What follows belongs to an exercise in optimizing a design on an open flow for a short achievable clock period and few clock cycles; a production flow would make more cautious choices.
Only simulation tests tie the RTL to the original design; equivalence was not proved.
No activity file was given, so power comes from the tool's default toggle rates.

`flow/config.mk`:
```
export PLATFORM = sky130hd
export DESIGN_NAME = ARM
export DESIGN_NICKNAME = ARM
export VERILOG_FILES = /design/flow/design.v
export SDC_FILE = /design/flow/constraint.sdc
export NUM_CORES = 4
export LEC_CHECK = 0
export CAP_MARGIN = 20
export CORE_MARGIN = 2
export CORE_UTILIZATION = 30
export SLEW_MARGIN = 20
```
`flow/constraint.sdc`:
```
create_clock -name core_clock -period 25.0 [get_ports {clk}]
set_input_delay 5.0000 -clock core_clock [delete_from_list [all_inputs] [get_ports {clk}]]
set_output_delay 5.0000 -clock core_clock [all_outputs]
set_load 0.01 [all_outputs]
```
`flow/design.v`:
```
`timescale 1ns/1ns
 `timescale 1ns/1ns
module ALU
(
    input       [32-1:0]   val1, val2,
    input                           carry,
    input       [3:0]               EX_command,
    output  [32-1:0]   res,
    output  [3:0]               SR
);
    reg V1, C1;
    wire N1, Z1;
    reg [32:0] temp_res;
    assign res = temp_res[32-1:0];
    assign SR = {Z1, C1, N1, V1};
    assign N1 = res[32-1];
    assign Z1 = |res ? 0:1;
    always @(*) begin
        V1 = 1'b0;
        C1 = 1'b0;
        case (EX_command)
            4'b0001: begin
                temp_res = val2;
            end
            4'b1001: begin
                temp_res = ~val2;
            end
            4'b0010: begin
                temp_res = val1 + val2;
                C1 = temp_res[32];
                V1 = (val1[32-1] ~^ val2[32-1]) & (temp_res[32-1] ^ val1[32-1]);
            end
            4'b0011: begin
                temp_res = val1 + val2 + carry;
                C1 = temp_res[32];
                V1 = (val1[32-1] ~^ val2[32-1]) & (temp_res[32-1] ^ val1[32-1]);
            end
            4'b0100: begin
                temp_res = {val1[32-1], val1} - {val2[32-1], val2};
                C1 = temp_res[32];
                V1 = (val1[32-1] ^ val2[32-1]) & (temp_res[32-1] ^ val1[32-1]);
            end
            4'b0101: begin
                temp_res = val1 - val2 - 2'b01;
                C1 = temp_res[32];
                V1 = (val1[32-1] ^ val2[32-1]) & (temp_res[32-1] ^ val1[32-1]);
            end
            4'b0110: begin
                temp_res = val1 & val2;
            end
            4'b0111: begin
                temp_res = val1 | val2;
            end
            4'b1000: begin
                temp_res = val1 ^ val2;
            end
            4'b1100: begin
                temp_res = {val1[32-1], val1} - {val2[32-1], val2};
                C1 = temp_res[32];
                V1 = (val1[32-1] ^ val2[32-1]) & (temp_res[32-1] ^ val1[32-1]);
            end
            4'b1110: begin
                temp_res = val1 & val2;
            end
            4'b1010: begin
                temp_res = val1 + val2;
            end
            4'b1010: begin
                temp_res = val1 - val2;
            end
            default:
                temp_res = 0;
        endcase
    end
endmodule
 `timescale 1ns/1ns
module Adder (
    input  [32-1:0]  a,
    input  [32-1:0]  b, 
    output [32-1:0] out
);
	reg [32-1:0] result;
	always@(*) begin
		result = a + b;     
	end
	assign out = result;
endmodule
 `timescale 1ns/1ns
module Condition_Check
(
    input  [3:0] condition,
    input  [3:0] status_register,
    output reg   condition_state
);
  wire Z = status_register[3];
  wire C = status_register[2];
  wire N = status_register[1];
  wire V = status_register[0];
  parameter[3:0] EQ = 4'd0, NE = 4'd1, CS_HS = 4'd2, CC_LO = 4'd3, MI = 4'd4,
    PL = 4'd5, VS = 4'd6, VC = 4'd7, HI = 4'd8, LS = 4'd9, GE = 4'd10, LT = 4'd11,
    GT = 4'd12, LE = 4'd13, AL = 4'd14;
    always @*
      case(condition)
        EQ:    condition_state = Z;
        NE:    condition_state = ~Z;
        CS_HS: condition_state = C;
        CC_LO: condition_state = ~C;
        MI:    condition_state = N;
        PL:    condition_state = ~N;
        VS:    condition_state = V;
        VC:    condition_state = ~V;
        HI:    condition_state = C & ~Z;
        LS:    condition_state = ~C & Z;
        GE:    condition_state = (N & V) | (~N & ~V);
        LT:    condition_state = (N & ~V) | (~N & V);
        GT:    condition_state = ~Z & ((N & V) | (~N & ~V));
        LE:    condition_state = Z & ((N & ~V) | (~N & V));
        AL:    condition_state = 1'b1;
        default: condition_state = 1'b0;
      endcase
endmodule
 `timescale 1ns/1ns
module Control_Unit
(
    input            S,
    input      [1:0] mode,
    input      [3:0] op_code,
    output reg [3:0] EX_command,
    output reg       mem_read,
    output reg       mem_write,
    output reg       WB_en,
    output reg       B,
    output       SR_update,
    output       has_src1
);
    always @(*) begin
        mem_read = 0;
        mem_write = 0;
        WB_en = 0;
        B = 0;
        EX_command = 4'b0000;
        case (mode)
            2'b01: begin
                case (S)
                    0: begin
                        EX_command = 4'b1010;
                        mem_write = 1;
                    end
                    1: begin
                        EX_command = 4'b1010;
                        mem_read = 1;
                        WB_en = 1;
                    end
                endcase
            end
            2'b00: begin
                case (op_code)
                    4'b1101: begin
                        EX_command = 4'b0001;
                        WB_en = 1;
                    end
                    4'b1111: begin
                        EX_command = 4'b1001;
                        WB_en = 1;
                    end
                    4'b0100: begin
                        EX_command = 4'b0010;
                        WB_en = 1;
                    end
                    4'b0101: begin
                        EX_command = 4'b0011;
                        WB_en = 1;
                    end
                    4'b0010: begin
                        EX_command = 4'b0100;
                        WB_en = 1;
                    end
                    4'b0110: begin
                        EX_command = 4'b0101;
                        WB_en = 1;
                    end
                    4'b0000: begin
                        EX_command = 4'b0110;
                        WB_en = 1;
                    end
                    4'b1100: begin
                        EX_command = 4'b0111;
                        WB_en = 1;
                    end
                    4'b0001: begin
                        EX_command = 4'b1000;
                        WB_en = 1;
                    end
                    4'b1010: begin
                        EX_command = 4'b1100;
                    end
                    4'b1000: begin
                        EX_command = 4'b1110;
                    end
                endcase
            end
            2'b10: begin
                B = 1;
            end
        endcase
    end
    assign SR_update = S & (mode != 2'b10);
    assign has_src1 = ((EX_command == 4'b0001) ||
                       (EX_command == 4'b1001) || B) ? 1'b0 : 1'b1;
endmodule
 `timescale 1ns/1ns
module EXE_Reg
(
  input                    clk,
  input                    rst,
  input  [32-1:0] pc_in,
  input  [32-1:0] instruction_in,
  input  [4-1:0] dst_in,
  input  mem_read_in, mem_write_in, WB_en_in,
  input  [32-1:0] val_Rm_in,
  input [32-1:0] ALU_res_in,
  output reg [4-1:0] dst_out,
  output reg [32-1:0] ALU_res_out,
  output reg [32-1:0] val_Rm_out,
  output reg mem_read_out, mem_write_out, WB_en_out,
  output reg [32-1:0] pc,
  output reg [32-1:0] instruction
);
always @(posedge clk, posedge rst) begin
    if(rst) begin
      pc <= 0;
      instruction <= 0;
      dst_out <= 0;
      ALU_res_out <= 0;
      val_Rm_out <= 0;
      mem_read_out <= 0;
      mem_write_out <= 0;
      WB_en_out <= 0;
    end
    else begin
      pc <= pc_in;
      instruction <= instruction_in;
      dst_out <= dst_in;
      ALU_res_out <= ALU_res_in;
      val_Rm_out <= val_Rm_in;
      mem_read_out <= mem_read_in;
      mem_write_out <= mem_write_in;
      WB_en_out <= WB_en_in;
    end
end
endmodule
 `timescale 1ns/1ns
module EXE_Stage
(
  input                    clk,
  input                    rst,
  input  [32-1:0] pc_in,
  input  [32-1:0] instruction_in,
  input  [32-1:0] MEM_stage_val,
  input  [32-1:0] WB_stage_val,
  input  [24-1:0] signed_immediate,
  input  [3:0] EX_command,
  input  [3:0] SR_in,
  input  [12-1:0] shifter_operand,
  input  [4-1:0] dst_in,
  input  mem_read_in, mem_write_in, imm, WB_en_in, B_in,
  input  [32-1:0] val_Rn_in, val_Rm_in,
  input  [1:0] sel_src1,
  input  [1:0] sel_src2,
  output [4-1:0] dst_out,
  output [3:0] SR_out,
  output [32-1:0] ALU_res,
  output [32-1:0] val_Rm_out,
  output [32-1:0] branch_address,
  output mem_read_out, mem_write_out, WB_en_out, B_out,
  output [32-1:0] pc,
  output [32-1:0] instruction
);
  wire [32-1:0] val2;
  wire is_for_memory;
  Adder Adder_Inst(
    .a(pc_in),
    .b({{(8){signed_immediate[24-1]}}, signed_immediate}),
    .out(branch_address)
  );
  wire [32-1:0] alu_src1;
  wire [32-1:0] alu_src2;
  MUX_4_to_1 #(.WORD_WIDTH(32)) MUX_ALU_sel1 (
		.in1(val_Rn_in), .in2(MEM_stage_val), .in3(WB_stage_val), .in4(val_Rn_in),
		.sel(sel_src1),
		.out(alu_src1)
	);
  MUX_4_to_1 #(.WORD_WIDTH(32)) MUX_ALU_sel2 (
		.in1(val_Rm_in), .in2(MEM_stage_val), .in3(WB_stage_val), .in4(val_Rm_in),
		.sel(sel_src2),
		.out(alu_src2)
	);
  Val2_Generator Val2_Generator_Inst(
    .val_Rm(alu_src2),
    .shifter_operand(shifter_operand),
    .imm(imm),
    .is_for_memory(is_for_memory),
    .val2_out(val2)
	);
  ALU ALU_Inst(
    .val1(alu_src1),
    .val2(val2),
    .EX_command(EX_command),
    .carry(SR_in[2]),
    .res(ALU_res),
    .SR(SR_out)
  );
  assign is_for_memory = mem_read_in | mem_write_in;
  assign pc = pc_in;
  assign instruction = instruction_in;
  assign dst_out = dst_in;
	assign mem_read_out = mem_read_in;
	assign mem_write_out = mem_write_in;
  assign WB_en_out = WB_en_in;
  assign B_out = B_in;
  assign val_Rm_out = alu_src2;
endmodule
 `timescale 1ns/1ns
module Forwarding_Unit (
    input enable,
    input  [4-1:0] src1,
    input  [4-1:0] src2,
    input  [4-1:0] MEM_dest,
    input  [4-1:0] WB_dest,
    input        MEM_WB_en,
    input        WB_WB_en,
    output reg [1:0] sel_src1,
    output reg [1:0] sel_src2
);
  always @(*) begin
    sel_src1 = 2'b00;
    sel_src2 = 2'b00;
    if(enable) begin
        if ((src1 == MEM_dest) && (MEM_WB_en == 1'b1))
            sel_src1 = 2'b01;
        else if ((src1 == WB_dest) && (WB_WB_en == 1'b1))
            sel_src1 = 2'b10;
        if ((src2 == MEM_dest) && (MEM_WB_en == 1'b1))
            sel_src2 = 2'b01;
        else if ((src2 == WB_dest) && (WB_WB_en == 1'b1))
            sel_src2 = 2'b10;
    end
  end
endmodule
 `timescale 1ns/1ns
module Hazard_Detection_Unit (
    input enableForwarding,
    input  [4-1:0] src1,
    input  [4-1:0] src2,
    input  [4-1:0] EXE_dest,
    input  [4-1:0] MEM_dest,
    input        EXE_WB_en,
    input        MEM_WB_en,
		input 		 EXE_memread_en,
    input        has_src1,
    input        has_src2,
    output reg   hazard_detected
);
always @(*) begin
	hazard_detected = 1'b0;
    if(~enableForwarding) begin
			if ((src1 == EXE_dest) && (EXE_WB_en == 1'b1) && (has_src1 == 1'b1)) begin
				hazard_detected = 1'b1;
			end
			else if ((src1 == MEM_dest) && (MEM_WB_en == 1'b1) && (has_src1 == 1'b1)) begin
				hazard_detected = 1'b1;
			end
			else if ((src2 == EXE_dest) && (EXE_WB_en == 1'b1) && (has_src2 == 1'b1)) begin
				hazard_detected = 1'b1;
			end
			else if ((src2 == MEM_dest) && (MEM_WB_en == 1'b1) && (has_src2 == 1'b1)) begin
				hazard_detected = 1'b1;
			end
    end
	else begin
		if(EXE_memread_en) begin
			if ((src1 == EXE_dest) && (EXE_WB_en == 1'b1) && (has_src1 == 1'b1)) begin
				hazard_detected = 1'b1;
			end
			else if ((src2 == EXE_dest) && (EXE_WB_en == 1'b1) && (has_src2 == 1'b1)) begin
				hazard_detected = 1'b1;
			end
		end
	end
end
endmodule
 `timescale 1ns/1ns
module ID_Reg
(
  input                               clk,
  input                               rst,
  input                               flush,
  input [32-1:0]             pc_in,
  input [32-1:0]             instruction_in,
  input [4-1:0] 				reg_file_dst_in,
  input [32-1:0] 						val_Rn_in, val_Rm_in,
  input [24-1:0] 			signed_immediate_in,
  input [12-1:0]  shifter_operand_in,
  input [3:0] 												EX_command_in,
  input [3:0]             status_register_in,
  input mem_read_in, mem_write_in,
    WB_en_in,
    Imm_in,
    B_in,
    SR_update_in,
  input [4-1:0] 				reg_file_src1_in,
  input [4-1:0] 				reg_file_src2_in,
  output reg [32-1:0]            pc,
  output reg [32-1:0]            instruction,
  output reg [4-1:0] 				reg_file_dst_out,
  output reg [32-1:0] 						val_Rn_out, val_Rm_out,
  output reg [24-1:0] 			signed_immediate_out,
  output reg [12-1:0] shifter_operand_out,
  output reg [3:0] 												EX_command_out,
  output reg [3:0]             status_register_out,
  output reg mem_read_out, mem_write_out,
    WB_en_out,
    Imm_out,
    B_out,
    SR_update_out,
  output reg [4-1:0] 				reg_file_src1_out,
  output reg [4-1:0] 				reg_file_src2_out
);
  always @(posedge clk, posedge rst) begin
    if (rst) begin
      pc <= 0;
      instruction <= 0;
      reg_file_dst_out <= 0;
      val_Rn_out <= 0;
      val_Rm_out <=0;
      signed_immediate_out <= 0;
      shifter_operand_out <= 0;
      EX_command_out <= 0;
      status_register_out <= 0;
      mem_read_out <= 0;
      mem_write_out <= 0;
      WB_en_out <= 0;
      Imm_out <= 0;
      B_out <= 0;
      SR_update_out <= 0;
      reg_file_src1_out <= 0;
      reg_file_src2_out <= 0;
    end
    else if (flush) begin
      pc <= 0;
      instruction <= 0;
      reg_file_dst_out <= 0;
      val_Rn_out <= 0;
      val_Rm_out <=0;
      signed_immediate_out <= 0;
      shifter_operand_out <= 0;
      EX_command_out <= 0;
      status_register_out <= 0;
      mem_read_out <= 0;
      mem_write_out <= 0;
      WB_en_out <= 0;
      Imm_out <= 0;
      B_out <= 0;
      SR_update_out <= 0;
      reg_file_src1_out <= 0;
      reg_file_src2_out <= 0;
    end
    else begin
      pc <= pc_in;
      instruction <= instruction_in;
      reg_file_dst_out <= reg_file_dst_in;
      val_Rn_out <= val_Rn_in;
      val_Rm_out <= val_Rm_in;
      signed_immediate_out <= signed_immediate_in;
      shifter_operand_out <= shifter_operand_in;
      EX_command_out <= EX_command_in;
      status_register_out <= status_register_in;
      mem_read_out <= mem_read_in;
      mem_write_out <= mem_write_in;
      WB_en_out <= WB_en_in;
      Imm_out <= Imm_in;
      B_out <= B_in;
      SR_update_out <= SR_update_in;
      reg_file_src1_out <= reg_file_src1_in;
      reg_file_src2_out <= reg_file_src2_in;
    end
  end
endmodule
 `timescale 1ns/1ns
module ID_Stage
(
	input                    					  clk,
	input                    						rst,
	input 											freeze,
	input  [32-1:0] 						pc_in,
	input  [32-1:0] 						instruction_in,
	input  [4-1:0]			  reg_file_wb_address,
	input  [32-1:0] 						reg_file_wb_data,
	input 										reg_file_enable,
	input  [3:0]                        status_register,
	output [32-1:0] 						pc,
	output [32-1:0] 						instruction,
	output [4-1:0] 		    reg_file_src1,
	output [4-1:0] 		    reg_file_src2,
	output [4-1:0] 		    reg_file_dst,
	output [32-1:0] 						val_Rn, val_Rm,
	output [24-1:0]      signed_immediate,
	output [12-1:0] shifter_operand,
	output [3:0] 												EX_command_out,
	output                              mem_read_out, mem_write_out,
	output                              WB_en_out,
	output                              Imm_out,
	output                              B_out,
	output                              SR_update_out,
	output                              has_src2,
	output                              has_src1
);
	wire [3:0] EX_command;
	wire mem_read, mem_write,
		WB_en,
		Imm,
		B,
		SR_update;
	wire [8:0] control_unit_mux_in, control_unit_mux_out;
	wire condition_state;
	wire control_unit_mux_enable;
	MUX_2_to_1 #(.WORD_WIDTH(4)) MUX_2_to_1_Reg_File (
		.in1(instruction_in[3:0]), .in2(instruction_in[15:12]),
		.sel(mem_write),
		.out(reg_file_src2)
	);
	Register_File register_file(
		.clk(clk), .rst(rst),
		.WB_en(reg_file_enable),
		.src1(reg_file_src1), .src2(reg_file_src2),
		.WB_dest(reg_file_wb_address),
		.WB_result(reg_file_wb_data),
		.reg1(val_Rn), .reg2(val_Rm)
	);
	MUX_2_to_1 #(.WORD_WIDTH(9)) MUX_2_to_1_Control_Unit (
		.in1(control_unit_mux_in), .in2(9'b0),
		.sel(control_unit_mux_enable),
		.out(control_unit_mux_out)
	);
	Control_Unit Control_Unit_Inst (
		.S(instruction_in[20]),
		.mode(instruction_in[27:26]), .op_code(instruction_in[24:21]),
		.EX_command(EX_command),
		.mem_read(mem_read), .mem_write(mem_write),
		.WB_en(WB_en), .B(B),
		.SR_update(SR_update),
		.has_src1(has_src1)
	);
	Condition_Check Condition_Check_Inst (
		.condition(instruction_in[31:28]),
		.status_register(status_register),
		.condition_state(condition_state)
	);
	assign pc = pc_in;
	assign instruction = instruction_in;
	assign control_unit_mux_enable = (~condition_state) | freeze;
	assign control_unit_mux_in = {SR_update, B, EX_command, mem_write, mem_read, WB_en};
	assign {SR_update_out,
	         B_out,
	         EX_command_out,
	         mem_write_out, mem_read_out,
	         WB_en_out} = control_unit_mux_out;
	assign shifter_operand = instruction_in[11:0];
	assign reg_file_dst = instruction_in[15:12];
	assign reg_file_src1 = instruction_in[19:16];
	assign signed_immediate = instruction_in[23:0];
	assign Imm_out = instruction_in[25];
	assign has_src2 = (~instruction_in[25]) | mem_write;
endmodule
 `timescale 1ns/1ns
module IF_Reg
(
    input                        clk,
    input                        rst,
    input                        freeze,
    input                        flush,
    input      [32-1:0] pc_in,
    input      [32-1:0] instruction_in,
    output reg [32-1:0] pc,
    output reg [32-1:0] instruction
);
always @(posedge clk or posedge rst) begin
  if(rst) begin
    pc <= 0;
    instruction <= 0;
  end  
  else if(flush) begin
    pc <= 0;
    instruction <= 0;
  end
  else if(~freeze) begin
    pc <= pc_in;
    instruction <= instruction_in;
  end 
  else begin
    pc <= pc;
    instruction <= instruction;
  end    
 end
endmodule
 `timescale 1ns/1ns
module IF_Stage
(
    input                    clk,
    input                    rst,
    input                    freeze,
    input                    branch_taken,
    input  [32-1:0] branch_addr,
    input  [32-1:0] instruction_in,
    output [32-1:0] fetch_addr,
    output [32-1:0] pc,
    output [32-1:0] instruction
);
  wire [32-1:0] pc_out;
  wire [32-1:0] mux_out;
  wire [32-1:0] adder_out;
  assign fetch_addr = pc_out;
  assign instruction = instruction_in;
  MUX_2_to_1 MUX_2_to_1_Inst (
   .sel(branch_taken),
   .in1(adder_out),
   .in2(branch_addr),
   .out(mux_out)
  );
  PC PC_Inst (
   .clk(clk),
   .rst(rst),
   .freeze(freeze),
   .branch_taken(branch_taken),
   .pc_in(mux_out),
   .pc(pc_out)
  );
  Adder Adder_Inst (
   .a(32'b01),
   .b(pc_out),
   .out(adder_out)
  );
  assign pc = mux_out;
endmodule
 `timescale 1ns/1ns
module MEM_Reg
(
    input                       clk,
    input                       rst,
    input [4-1:0] dst,
    input [32-1:0] ALU_res,
    input [32-1:0] mem,
    input mem_read, WB_en,
    output reg [4-1:0] dst_out,
    output reg [32-1:0] ALU_res_out,
    output reg [32-1:0] mem_out,
    output reg mem_read_out, WB_en_out
);
always @(posedge clk, posedge rst) begin
    if(rst) begin
        dst_out <= 0;
        ALU_res_out <= 0;
        mem_out <= 0;
        mem_read_out <= 0;
        WB_en_out <= 0;
    end
    else begin
        dst_out <= dst;
        ALU_res_out <= ALU_res;
        mem_out <= mem;
        mem_read_out <= mem_read;
        WB_en_out <= WB_en;
    end
end
endmodule
 `timescale 1ns/1ns
module Mem_Stage
(
    input clk, rst,
    input [4-1:0] dst,
    input [32-1:0] ALU_res,
    input [32-1:0] val_Rm,
    input mem_read, mem_write, WB_en,
    input  [32-1:0] dmem_rdata,
    output [32-1:0] dmem_addr,
    output [32-1:0] dmem_wdata,
    output dmem_we,
    output [4-1:0] dst_out,
    output [32-1:0] ALU_res_out,
    output [32-1:0] mem_out,
    output mem_read_out, WB_en_out
);
    assign dst_out = dst;
    assign mem_read_out = mem_read;
    assign WB_en_out = WB_en;
    assign ALU_res_out = ALU_res;
    assign dmem_addr = {ALU_res[32-1:2], 2'b00} - 32'd1024;
    assign dmem_wdata = val_Rm;
    assign dmem_we = mem_write;
    assign mem_out = mem_read ? dmem_rdata : 32'b0;
endmodule
 `timescale 1ns/1ns
module MUX_2_to_1
(
  sel,
  in1,
  in2,
  out
);
  parameter WORD_WIDTH = 32;
  input       sel;
  input       [WORD_WIDTH-1:0] in1, in2;
  output reg  [WORD_WIDTH-1:0] out;
  always@(sel or in1 or in2) begin
    out = 0;
    case(sel)
      1'd0: out = in1;
      1'd1: out = in2;
      default: out = 0;
    endcase
  end
endmodule
 `timescale 1ns/1ns
module MUX_4_to_1
(
  sel,
  in1,
  in2,
  in3,
  in4,
  out
);
  parameter WORD_WIDTH = 32;
  input       [1:0] sel;
  input       [WORD_WIDTH-1:0] in1, in2, in3, in4;
  output reg  [WORD_WIDTH-1:0] out;
  always@(sel or in1 or in2 or in3 or in4) begin
    out = 0;
    case(sel)
      2'b00: out = in1;
      2'b01: out = in2;
      2'b10: out = in3;
      2'b11: out = in4;
      default: out = 0;
    endcase
  end
endmodule
 `timescale 1ns/1ns
module PC
(
    input                        clk,
    input                        rst,
    input                        freeze,
    input                        branch_taken,
    input      [32-1:0] pc_in,
    output reg [32-1:0] pc
);
always @(posedge clk or posedge rst) begin
  if(rst) begin
    pc <= 0;
  end  
  else if(~freeze | branch_taken) begin
    pc <= pc_in;
  end
  else begin
    pc <= pc;
  end    
 end
endmodule
 `timescale 1ns/1ns
module Register_File
(
    input                        clk,
    input                        rst,
    input                        WB_en,
    input  [4-1:0] src1,
    input  [4-1:0] src2,
    input  [4-1:0] WB_dest,
    input  [32-1:0]     WB_result,
    output [32-1:0]     reg1,
    output [32-1:0]     reg2
);
  reg [32-1:0] reg_data [0:16-1];
	integer i;
	always @(negedge clk, posedge rst)
	begin
		if (rst)
			begin
				for (i=0; i < 16; i = i+1)
					reg_data [i] <= i;
			end
		else
			begin
				if (WB_en)
						reg_data[WB_dest] <= WB_result;
			end
	end
	assign reg1 = reg_data[src1];
	assign reg2 = reg_data[src2];
endmodule
 `timescale 1ns/1ns
module Status_Reg
(
    input            clk,
    input            rst,
    input            load,
    input      [3:0] status_in,
    output reg [3:0] status
);
    always @(negedge clk or posedge rst) begin
  if(rst) begin
    status <= 0;
  end  
  else if(load) begin
    status <= status_in;
  end
  else begin
    status <= status;
  end    
 end
endmodule
 `timescale 1ns/1ns
module WB_Stage
(
    input                    clk,
    input                    rst,
    input [4-1:0] dst,
    input [32-1:0] ALU_res,
    input [32-1:0] mem,
    input mem_read, WB_en,
    output [4-1:0] WB_Dest,
    output WB_en_out,
    output [32-1:0] WB_Value
);
assign WB_Dest = dst;
assign WB_en_out = WB_en;
MUX_2_to_1 #(.WORD_WIDTH(32)) MUX_2_to_1_Reg_File (
		.in1(ALU_res), .in2(mem),
		.sel(mem_read),
		.out(WB_Value)
	);
endmodule
 `timescale 1ns/1ns
module Val2_Generator
(
    input       [12-1:0]    shifter_operand,
    input                           imm, is_for_memory,
    input   [32-1:0]       val_Rm,
    output reg [32-1:0]   val2_out
);
    reg [32-1:0]  _32bit_immd_temp;
    reg [2*32-1:0] rot_temp;
    always @(*) begin
        _32bit_immd_temp = {24'b0, shifter_operand[7:0]};
        rot_temp = {2*32{1'b0}};
        if(is_for_memory == 1'b1)
            val2_out = {20'b0, shifter_operand};
        else if(imm == 1'b1) begin
            rot_temp = {_32bit_immd_temp, _32bit_immd_temp} >> {shifter_operand[11:8], 1'b0};
            val2_out = rot_temp[32-1:0];
        end
        else begin
            case (shifter_operand[6:5])
                00: begin
                    val2_out = val_Rm << shifter_operand[11:7];
                end
                01: begin
                    val2_out = val_Rm >> shifter_operand[11:7];
                end
                10: begin
                    val2_out = val_Rm >>> shifter_operand[11:7];
                end
                11: begin
                    rot_temp = {val_Rm, val_Rm} >> shifter_operand[11:7];
                    val2_out = rot_temp[32-1:0];
                end
                default:begin
                    val2_out = val_Rm << shifter_operand[11:7];
                end
            endcase
        end
    end
endmodule
 `timescale 1ns/1ns
module ARM
(
  input clk,
  input rst,
  input enableForwarding,
  output [32-1:0] imem_addr,
  input  [32-1:0] imem_data,
  output [32-1:0] dmem_addr,
  output [32-1:0] dmem_wdata,
  output                   dmem_we,
  input  [32-1:0] dmem_rdata
);
  wire has_src1;
  wire [32-1:0] IF_stage_pc_out;
  wire [32-1:0] IF_stage_instruction_out;
  wire [32-1:0] branch_address;
  wire EXE_stage_B_out;
  wire hazard_detected;
  IF_Stage  IF_Stage_Inst (
   .clk(clk),
   .rst(rst),
   .freeze(hazard_detected),
   .branch_taken(EXE_stage_B_out),
   .branch_addr(branch_address),
   .instruction_in(imem_data),
   .fetch_addr(imem_addr),
   .pc(IF_stage_pc_out),
   .instruction(IF_stage_instruction_out)
  );
  wire [32-1:0] IF_reg_pc_out;
  wire [32-1:0] IF_reg_instruction_out;
  IF_Reg  IF_Reg_Inst (
   .clk(clk),
   .rst(rst),
   .freeze(hazard_detected),
   .flush(EXE_stage_B_out),
   .pc_in(IF_stage_pc_out),
   .instruction_in(IF_stage_instruction_out),
   .pc(IF_reg_pc_out),
   .instruction(IF_reg_instruction_out)
  );
  wire [32-1:0]              ID_stage_pc_out;
  wire [32-1:0]              ID_stage_instruction_out;
	wire [4-1:0] 				ID_stage_reg_file_dst;
  wire [4-1:0] 				ID_stage_reg_file_src1, ID_stage_reg_file_src2;
	wire [32-1:0] 						ID_stage_val_Rn, ID_stage_val_Rm;
	wire [24-1:0] 			ID_stage_signed_immediate;
	wire [12-1:0] ID_stage_shifter_operand;
	wire [3:0] 												ID_stage_EX_command_out;
	wire [3:0]              status;
	wire ID_stage_mem_read_out, ID_stage_mem_write_out,
		ID_stage_WB_en_out,
		ID_stage_Imm_out,
		ID_stage_B_out,
		ID_stage_SR_update_out;
  wire [4-1:0] WB_Stage_dst_out;
  wire [32-1:0] WB_Value;
  wire WB_Stage_WB_en_out;
  wire has_src2;
  ID_Stage ID_Stage_Inst(
    .clk(clk),
    .rst(rst),
    .freeze(hazard_detected),
    .pc_in(IF_reg_pc_out),
    .instruction_in(IF_reg_instruction_out),
    .reg_file_wb_address(WB_Stage_dst_out),
	  .reg_file_wb_data(WB_Value),
	  .reg_file_enable(WB_Stage_WB_en_out),
    .reg_file_src1(ID_stage_reg_file_src1),
    .reg_file_src2(ID_stage_reg_file_src2),
    .status_register(status),
    .pc(ID_stage_pc_out),
    .instruction(ID_stage_instruction_out),
	  .reg_file_dst(ID_stage_reg_file_dst),
	  .val_Rn(ID_stage_val_Rn), .val_Rm(ID_stage_val_Rm),
	  .signed_immediate(ID_stage_signed_immediate),
	  .shifter_operand(ID_stage_shifter_operand),
	  .EX_command_out(ID_stage_EX_command_out),
	  .mem_read_out(ID_stage_mem_read_out), .mem_write_out(ID_stage_mem_write_out),
		.WB_en_out(ID_stage_WB_en_out),
		.Imm_out(ID_stage_Imm_out),
		.B_out(ID_stage_B_out),
		.SR_update_out(ID_stage_SR_update_out),
		.has_src2(has_src2),
		.has_src1(has_src1)
  );
  wire [32-1:0] ID_reg_pc_out;
  wire [32-1:0] ID_reg_instruction_out;
  wire [4-1:0] ID_reg_reg_file_dst_out;
  wire [32-1:0] ID_reg_val_Rn_out, ID_reg_val_Rm_out;
  wire [24-1:0] ID_reg_signed_immediate_out;
  wire [12-1:0] ID_reg_shifter_operand_out;
  wire [3:0] ID_reg_SR_out, ID_reg_EX_command_out;
  wire ID_reg_mem_read_out, ID_reg_mem_write_out,
    ID_reg_WB_en_out,
    ID_reg_Imm_out,
    ID_reg_B_out,
    ID_reg_SR_update_out;
  wire [4-1:0] ID_reg_reg_file_src1, ID_reg_reg_file_src2;
  ID_Reg ID_Reg_Inst(
    .clk(clk),
    .rst(rst),
    .flush(EXE_stage_B_out),
    .pc_in(ID_stage_pc_out),
    .instruction_in(ID_stage_instruction_out),
    .reg_file_dst_in(ID_stage_reg_file_dst),
	  .val_Rn_in(ID_stage_val_Rn), .val_Rm_in(ID_stage_val_Rm),
	  .signed_immediate_in(ID_stage_signed_immediate),
	  .shifter_operand_in(ID_stage_shifter_operand),
    .EX_command_in(ID_stage_EX_command_out),
	  .mem_read_in(ID_stage_mem_read_out), .mem_write_in(ID_stage_mem_write_out),
		.WB_en_in(ID_stage_WB_en_out),
		.Imm_in(ID_stage_Imm_out),
		.B_in(ID_stage_B_out),
		.SR_update_in(ID_stage_SR_update_out),
    .reg_file_src1_in(ID_stage_reg_file_src1),
    .reg_file_src2_in(ID_stage_reg_file_src2),
    .pc(ID_reg_pc_out),
    .instruction(ID_reg_instruction_out),
    .reg_file_dst_out(ID_reg_reg_file_dst_out),
	  .val_Rn_out(ID_reg_val_Rn_out), .val_Rm_out(ID_reg_val_Rm_out),
	  .signed_immediate_out(ID_reg_signed_immediate_out),
	  .shifter_operand_out(ID_reg_shifter_operand_out),
    .EX_command_out(ID_reg_EX_command_out),
	  .mem_read_out(ID_reg_mem_read_out), .mem_write_out(ID_reg_mem_write_out),
		.WB_en_out(ID_reg_WB_en_out),
		.Imm_out(ID_reg_Imm_out),
		.B_out(ID_reg_B_out),
    .SR_update_out(ID_reg_SR_update_out),
    .status_register_in(status),
    .status_register_out(ID_reg_SR_out),
    .reg_file_src1_out(ID_reg_reg_file_src1),
    .reg_file_src2_out(ID_reg_reg_file_src2)
  );
  wire [32-1:0] EXE_stage_pc_out;
  wire [32-1:0] EXE_stage_instruction_out;
  wire [4-1:0] EXE_stage_reg_file_dst_out;
  wire [32-1:0] EXE_stage_val_Rm_out;
  wire [3:0] EXE_stage_SR_out;
  wire [32-1:0] ALU_res;
  wire EXE_stage_mem_read_out, EXE_stage_mem_write_out,
    EXE_stage_WB_en_out;
  wire [1:0] EXE_sel_src1, EXE_sel_src2;
  wire [32-1:0] Mem_Stage_ALU_res_out;
  EXE_Stage EXE_Stage_Inst(
    .clk(clk),
    .rst(rst),
    .pc_in(ID_reg_pc_out),
    .instruction_in(ID_reg_instruction_out),
    .MEM_stage_val(Mem_Stage_ALU_res_out),
    .WB_stage_val(WB_Value),
    .signed_immediate(ID_reg_signed_immediate_out),
    .EX_command(ID_reg_EX_command_out),
    .SR_in(ID_reg_SR_out),
    .shifter_operand(ID_reg_shifter_operand_out),
    .dst_in(ID_reg_reg_file_dst_out),
    .mem_read_in(ID_reg_mem_read_out), .mem_write_in(ID_reg_mem_write_out),
    .imm(ID_reg_Imm_out),
    .WB_en_in(ID_reg_WB_en_out),
    .B_in(ID_reg_B_out),
    .val_Rn_in(ID_reg_val_Rn_out), .val_Rm_in(ID_reg_val_Rm_out),
    .sel_src1(EXE_sel_src1),
    .sel_src2(EXE_sel_src2),
    .dst_out(EXE_stage_reg_file_dst_out),
    .SR_out(EXE_stage_SR_out),
    .ALU_res(ALU_res),
    .val_Rm_out(EXE_stage_val_Rm_out),
    .branch_address(branch_address),
    .mem_read_out(EXE_stage_mem_read_out), .mem_write_out(EXE_stage_mem_write_out),
    .WB_en_out(EXE_stage_WB_en_out),
    .B_out(EXE_stage_B_out),
    .pc(EXE_stage_pc_out),
    .instruction(EXE_stage_instruction_out)
  );
  wire [32-1:0] EXE_reg_pc_out;
  wire [32-1:0] EXE_reg_instruction_out;
  wire [4-1:0] EXE_reg_dst_out;
  wire [32-1:0] EXE_reg_ALU_res_out;
  wire [32-1:0] EXE_reg_val_Rm_out;
  wire EXE_reg_mem_read_out, EXE_reg_mem_write_out, EXE_reg_WB_en_out;
  EXE_Reg EXE_Reg_Inst(
    .clk(clk),
    .rst(rst),
    .pc_in(EXE_stage_pc_out),
    .instruction_in(EXE_stage_instruction_out),
    .dst_in(EXE_stage_reg_file_dst_out),
    .mem_read_in(EXE_stage_mem_read_out), .mem_write_in(EXE_stage_mem_write_out),
    .WB_en_in(EXE_stage_WB_en_out),
    .val_Rm_in(EXE_stage_val_Rm_out),
    .ALU_res_in(ALU_res),
    .dst_out(EXE_reg_dst_out),
    .ALU_res_out(EXE_reg_ALU_res_out),
    .val_Rm_out(EXE_reg_val_Rm_out),
    .mem_read_out(EXE_reg_mem_read_out), .mem_write_out(EXE_reg_mem_write_out),
    .WB_en_out(EXE_reg_WB_en_out),
    .pc(EXE_reg_pc_out),
    .instruction(EXE_reg_instruction_out)
  );
  wire [4-1:0] Mem_Stage_dst_out;
  wire [32-1:0] Mem_Stage_mem_out;
  wire Mem_Stage_read_out, Mem_Stage_WB_en_out;
  Mem_Stage Mem_Stage_Inst(
    .clk(clk),
    .rst(rst),
    .dst(EXE_reg_dst_out),
    .ALU_res(EXE_reg_ALU_res_out),
    .val_Rm(EXE_reg_val_Rm_out),
    .mem_read(EXE_reg_mem_read_out),
    .mem_write(EXE_reg_mem_write_out),
    .WB_en(EXE_reg_WB_en_out),
    .dmem_rdata(dmem_rdata),
    .dmem_addr(dmem_addr),
    .dmem_wdata(dmem_wdata),
    .dmem_we(dmem_we),
    .dst_out(Mem_Stage_dst_out),
    .ALU_res_out(Mem_Stage_ALU_res_out),
    .mem_out(Mem_Stage_mem_out),
    .mem_read_out(Mem_Stage_read_out),
    .WB_en_out(Mem_Stage_WB_en_out)
  );
  wire [4-1:0] Mem_Reg_dst_out;
  wire [32-1:0] Mem_Reg_ALU_res_out;
  wire [32-1:0] Mem_Reg_mem_out;
  wire Mem_Reg_read_out, Mem_Reg_WB_en_out;
  MEM_Reg Mem_Reg_Inst(
    .clk(clk),
    .rst(rst),
    .dst(Mem_Stage_dst_out),
    .ALU_res(Mem_Stage_ALU_res_out),
    .mem(Mem_Stage_mem_out),
    .mem_read(Mem_Stage_read_out),
    .WB_en(Mem_Stage_WB_en_out),
    .dst_out(Mem_Reg_dst_out),
    .ALU_res_out(Mem_Reg_ALU_res_out),
    .mem_out(Mem_Reg_mem_out),
    .mem_read_out(Mem_Reg_read_out),
    .WB_en_out(Mem_Reg_WB_en_out)
  );
  WB_Stage WB_Stage_Inst(
    .clk(clk),
    .rst(rst),
    .dst(Mem_Reg_dst_out),
    .ALU_res(Mem_Reg_ALU_res_out),
    .mem(Mem_Reg_mem_out),
    .mem_read(Mem_Reg_read_out),
    .WB_en(Mem_Reg_WB_en_out),
    .WB_Dest(WB_Stage_dst_out),
    .WB_en_out(WB_Stage_WB_en_out),
    .WB_Value(WB_Value)
  );
  Status_Reg Status_Reg_Inst(
    .clk(clk),
    .rst(rst),
    .load(ID_reg_SR_update_out),
    .status_in(EXE_stage_SR_out),
    .status(status)
  );
  wire EXE_WB_en = ID_reg_WB_en_out;
  wire MEM_WB_en = EXE_reg_WB_en_out;
  wire[4-1:0] EXE_dest = ID_reg_reg_file_dst_out;
  wire[4-1:0] MEM_dest = EXE_reg_dst_out;
  Hazard_Detection_Unit Hazard_Detection_Unit_Inst(
    .enableForwarding(enableForwarding),
    .src1(ID_stage_reg_file_src1),
    .src2(ID_stage_reg_file_src2),
    .EXE_dest(EXE_dest),
    .MEM_dest(MEM_dest),
    .EXE_WB_en(EXE_WB_en),
    .MEM_WB_en(MEM_WB_en),
    .EXE_memread_en(EXE_stage_mem_read_out),
    .has_src1(has_src1),
    .has_src2(has_src2),
    .hazard_detected(hazard_detected)
  );
  Forwarding_Unit Forwarding_Unit_Inst(
    .enable(enableForwarding),
    .src1(ID_reg_reg_file_src1),
    .src2(ID_reg_reg_file_src2),
    .MEM_dest(MEM_dest),
    .WB_dest(WB_Stage_dst_out),
    .MEM_WB_en(MEM_WB_en),
    .WB_WB_en(WB_Stage_WB_en_out),
    .sel_src1(EXE_sel_src1),
    .sel_src2(EXE_sel_src2)
  );
endmodule
```
`flow/run.sh`:
```
#!/bin/bash
# synth_recipe.tcl (not shown) runs the flow's synth.tcl, then flattens the netlist and writes it again
# the make line also repeats each setting of config.mk as NAME=value (left out here)
make -C /OpenROAD-flow-scripts/flow DESIGN_CONFIG=/design/flow/config.mk WORK_HOME=/design/flow/orfs CLKGATE_MAP_FILE= SYNTH_SCRIPT=/design/flow/synth_recipe.tcl finish
```
==> results_dict.tcl <==
set metrics [dict create \
    yosysUniqueCellTypes 107 \
    dp_hpwl_um 189000 \
    worstSetupStartpoint "enableForwarding" \
    dr.pass1.iters 7 \
    endpoint "Status_Reg_Inst.status[3]" \
    syn2layout_area_growth_pct 24.1 \
    cts-buffers-inserted 95 \
    io_buffer_count 161 \
    die_w_um 431 \
    criticalPathCategory "primary input to register" \
    ant_nets 0 \
    row_count 156 \
    ir_drop_uv 89.7 \
    syn_inst 6348 \
    cts_tree "built" \
    ios 164 \
    critPathRequiredTime_ps 13160 \
    vias_per_cell 5.97 \
    initial_utilization_pct 30.2 \
    power.density_mw_per_mm2 166 \
    dp_cells 9214 \
    setup_violations 0 \
    worstSkewPairLatency_ps 730 \
    cp-start-kind "primary input" \
    syn_area_per_cell_um2 8.62 \
    grt_pass1_vias 54300 \
    drv_cap 0 \
    timing.reg2reg.setup_slack_ps 4080 \
    ys.flop_type "dfrtn_1" \
    syn_area_mm2 0.0547 \
    drive_gt1_share_pct 18.4 \
    place_area_mm2 0.0642 \
    synth.most_common_cell "nor2_1" \
    crit_path_end_kind "register" \
    ctsRootBufferMaster "clkbuf_16" \
    num-nets-final 7186 \
    clk_pin_slew_ps 60 \
    finish.instance_area_mm2 0.0679 \
    outcome "timing/DRC/antenna clean" \
    async_flop_share_pct 100 \
    drc 0 \
    critPathMaxFanout 11 \
    grt_antenna_before_repair 15 \
    ys_ff_latch 888 \
    wl_per_cell_um 29.0 \
    crit_top_cell "buf_4" \
    slowest_stage "o211ai_1" \
    routed_wirelength_um 274000 \
    gr-usage-all-layers_pct 28.7 \
    ys_top_cells_by_count "nor2_1 (863), a21oi_1 (608), nand2_1 (509), dfrtn_1 (484), clkbuf_1 (415)" \
    tightest_slew_ps 1190 \
    r2r_cells 40 \
    fin_cells 9432 \
    reg2reg_from "EXE_Reg_Inst.dst_out[2]" \
    hp-class "register to register" \
    rsz0062_at_grt "yes" \
    htree_num_levels 3 \
    clkSinkCount 888 \
    drtIter0Drc 6969 \
    synthTopCellsByArea "dfrtn_1 (22%), dfrtp_1 (17%), nor2_1 (5.9%)" \
    die_h_um 431 \
    grt_first_pass_wirelength_um 393000 \
    gr-total-overflow 0 \
    synth_edf_count 0 \
    vias 56300 \
    r2r-end "Status_Reg_Inst.status[3]" \
    yosys_warnings 20 \
    clockBufferDepth 3 \
    cts-hold-fix-buffers 0 \
    yosysTopAreaCell "dfrtn_1" \
    slew_viol_final 0 \
    worstPathArrival_ps 12930 \
    hold_violations 0 \
    synth_seq_area_share_pct 40.7 \
    die-area_mm2 0.186 \
    slew_headroom_pct 19.8 \
    clock_skew_ps 88.5 \
    yosysTopAreaCellShare_pct 22.1 \
    slowest_delay_ps 550 \
    leakagePower_nw 29.5 \
    place_congestion 1.02 \
    coreArea_mm2 0.181 \
    grt_max_degree 193 \
]
-- routing by layer --
metal	vias to the layer above	share of wire (%)	global-route usage, %
met4	8	7.3	17.5
li1	24300	-	-
met2	3612	43	42.6
met5	-	0.019	0
met3	992	11	7.71
met1	27400	39	37.1
-- layout make-up --
type,instances,area [um2]
antenna,5,12.5
clock buffer,138,2870
clock inverter,72,522
fill,18300,113000
inverter,174,657
multi-input combinational,4782,30400
sequential,888,22300
tap,2370,2970
timing repair buffer,1003,8180
-- worst max-delay path, delay by kind of cell --
kind	cells	cell delay, ps
fa+ha+maj	2	620
mux	2	330
compound gates	12	3000
simple gates	10	2490
buf+inv	7	1480
-- cell usage in the layout, fill, tap and decap left out, types with 59 or more instances in the layout --
| cell | Yosys | routed |
|---|---|---|
| o21ai_0 | 409 | 402 |
| dfrtn_1 | 484 | 484 |
| nor3_1 | 171 | 150 |
| ha_1 | 139 | 138 |
| dfrtp_1 | 372 | 366 |
| a22o_1 | 61 | 61 |
| a21oi_1 | 608 | 603 |
| nand3_1 | 132 | 127 |
| mux2i_1 | 129 | 120 |
| nand2_1 | 509 | 506 |
| buf_4 | 14 | 822 |
| a211oi_1 | 63 | 61 |
| nand4_1 | 107 | 107 |
| nor2b_1 | 77 | 77 |
| clkbuf_16 | 0 | 101 |
| a221oi_1 | 78 | 74 |
| xor2_1 | 63 | 63 |
| nor2_1 | 863 | 833 |
| inv_1 | 169 | 199 |
| clkdlybuf4s50_1 | 0 | 161 |
| xnor2_1 | 130 | 128 |
| a22oi_1 | 376 | 375 |
| mux4_2 | 59 | 59 |
-- cells by family after synthesis --
kind of cell	synth area share, %
buffers and inverters	4.95
AO/OA/AOI/OAI	24.8
other	0.00685
XOR/XNOR	3.12
flip-flops	40.7
multiplexers	5.48
AND/OR/NAND/NOR	17.6
adder cells (fa/ha/maj)	3.33
-- through the flow --
stage / power [mW] / hold slack, ps / setup TNS (ps) / worst slack (ps) / utilization (%)
after global routing: 11.8 / 427 / -74.0 / -74.0 / 37.5
after global placement: 9.35 / 372 / -3540 / -1110 / 35.5
after floorplan: 5.88 / 348 / -2143000 / -4350 / -
after CTS: 11.0 / 412 / 0 / 31.1 / 37.3
final: 11.3 / 422 / 0 / 232 / 37.5
after detailed placement: 9.40 / 367 / -3170 / -1000 / 35.5
-- flip-flops by register name (all words and copies together), names as in the netlist, 11 cells and up --
| signal | cells |
|---|---|
| ID_Reg_Inst.val_Rn_out | 32 |
| IF_Reg_Inst.pc | 32 |
| IF_Stage_Inst.PC_Inst.pc | 32 |
| ID_Reg_Inst.shifter_operand_out | 11 |
| ID_Stage_Inst.register_file.reg_data | 512 |
| Mem_Reg_Inst.mem_out | 32 |
| Mem_Reg_Inst.ALU_res_out | 32 |
| ID_Reg_Inst.pc | 32 |
| EXE_Reg_Inst.ALU_res_out | 32 |
| ID_Reg_Inst.val_Rm_out | 32 |
| EXE_Reg_Inst.val_Rm_out | 32 |
| IF_Reg_Inst.instruction | 32 |
-- report_power, final --
| group | internal, mW | switching (mW) |
|---|---|---|
| sequential | 2.05 | 0.628 |
| clock | 0.857 | 0.658 |
| combinational | 2.88 | 4.19 |
-- how the worst min path moves through the flow --
stage | depth (start not counted) | endpoint | startpoint
2_1_floorplan | 0 | EXE_Reg_Inst.WB_en_out | ID_Reg_Inst.WB_en_out
3_3_place_gp | 0 | EXE_Reg_Inst.WB_en_out | ID_Reg_Inst.WB_en_out
3_5_place_dp | 0 | EXE_Reg_Inst.WB_en_out | ID_Reg_Inst.WB_en_out
4_1_cts | 0 | EXE_Reg_Inst.WB_en_out | ID_Reg_Inst.WB_en_out
5_1_grt | 0 | Mem_Reg_Inst.ALU_res_out[1] | EXE_Reg_Inst.ALU_res_out[1]
6_report | 0 | Mem_Reg_Inst.ALU_res_out[1] | EXE_Reg_Inst.ALU_res_out[1]
-- timing repair --
| action | CTS | global route |
|---|---|---|
| resized for setup | 6 | 68 |
| setup endpoints to repair | 3 | 4 |
| buffers inserted | 0 | 4 |
| pin swaps | 0 | 11 |
| hold endpoints to repair | 0 | 0 |
Testbench counts, summed over its fixed seeds: cycles 34,656.
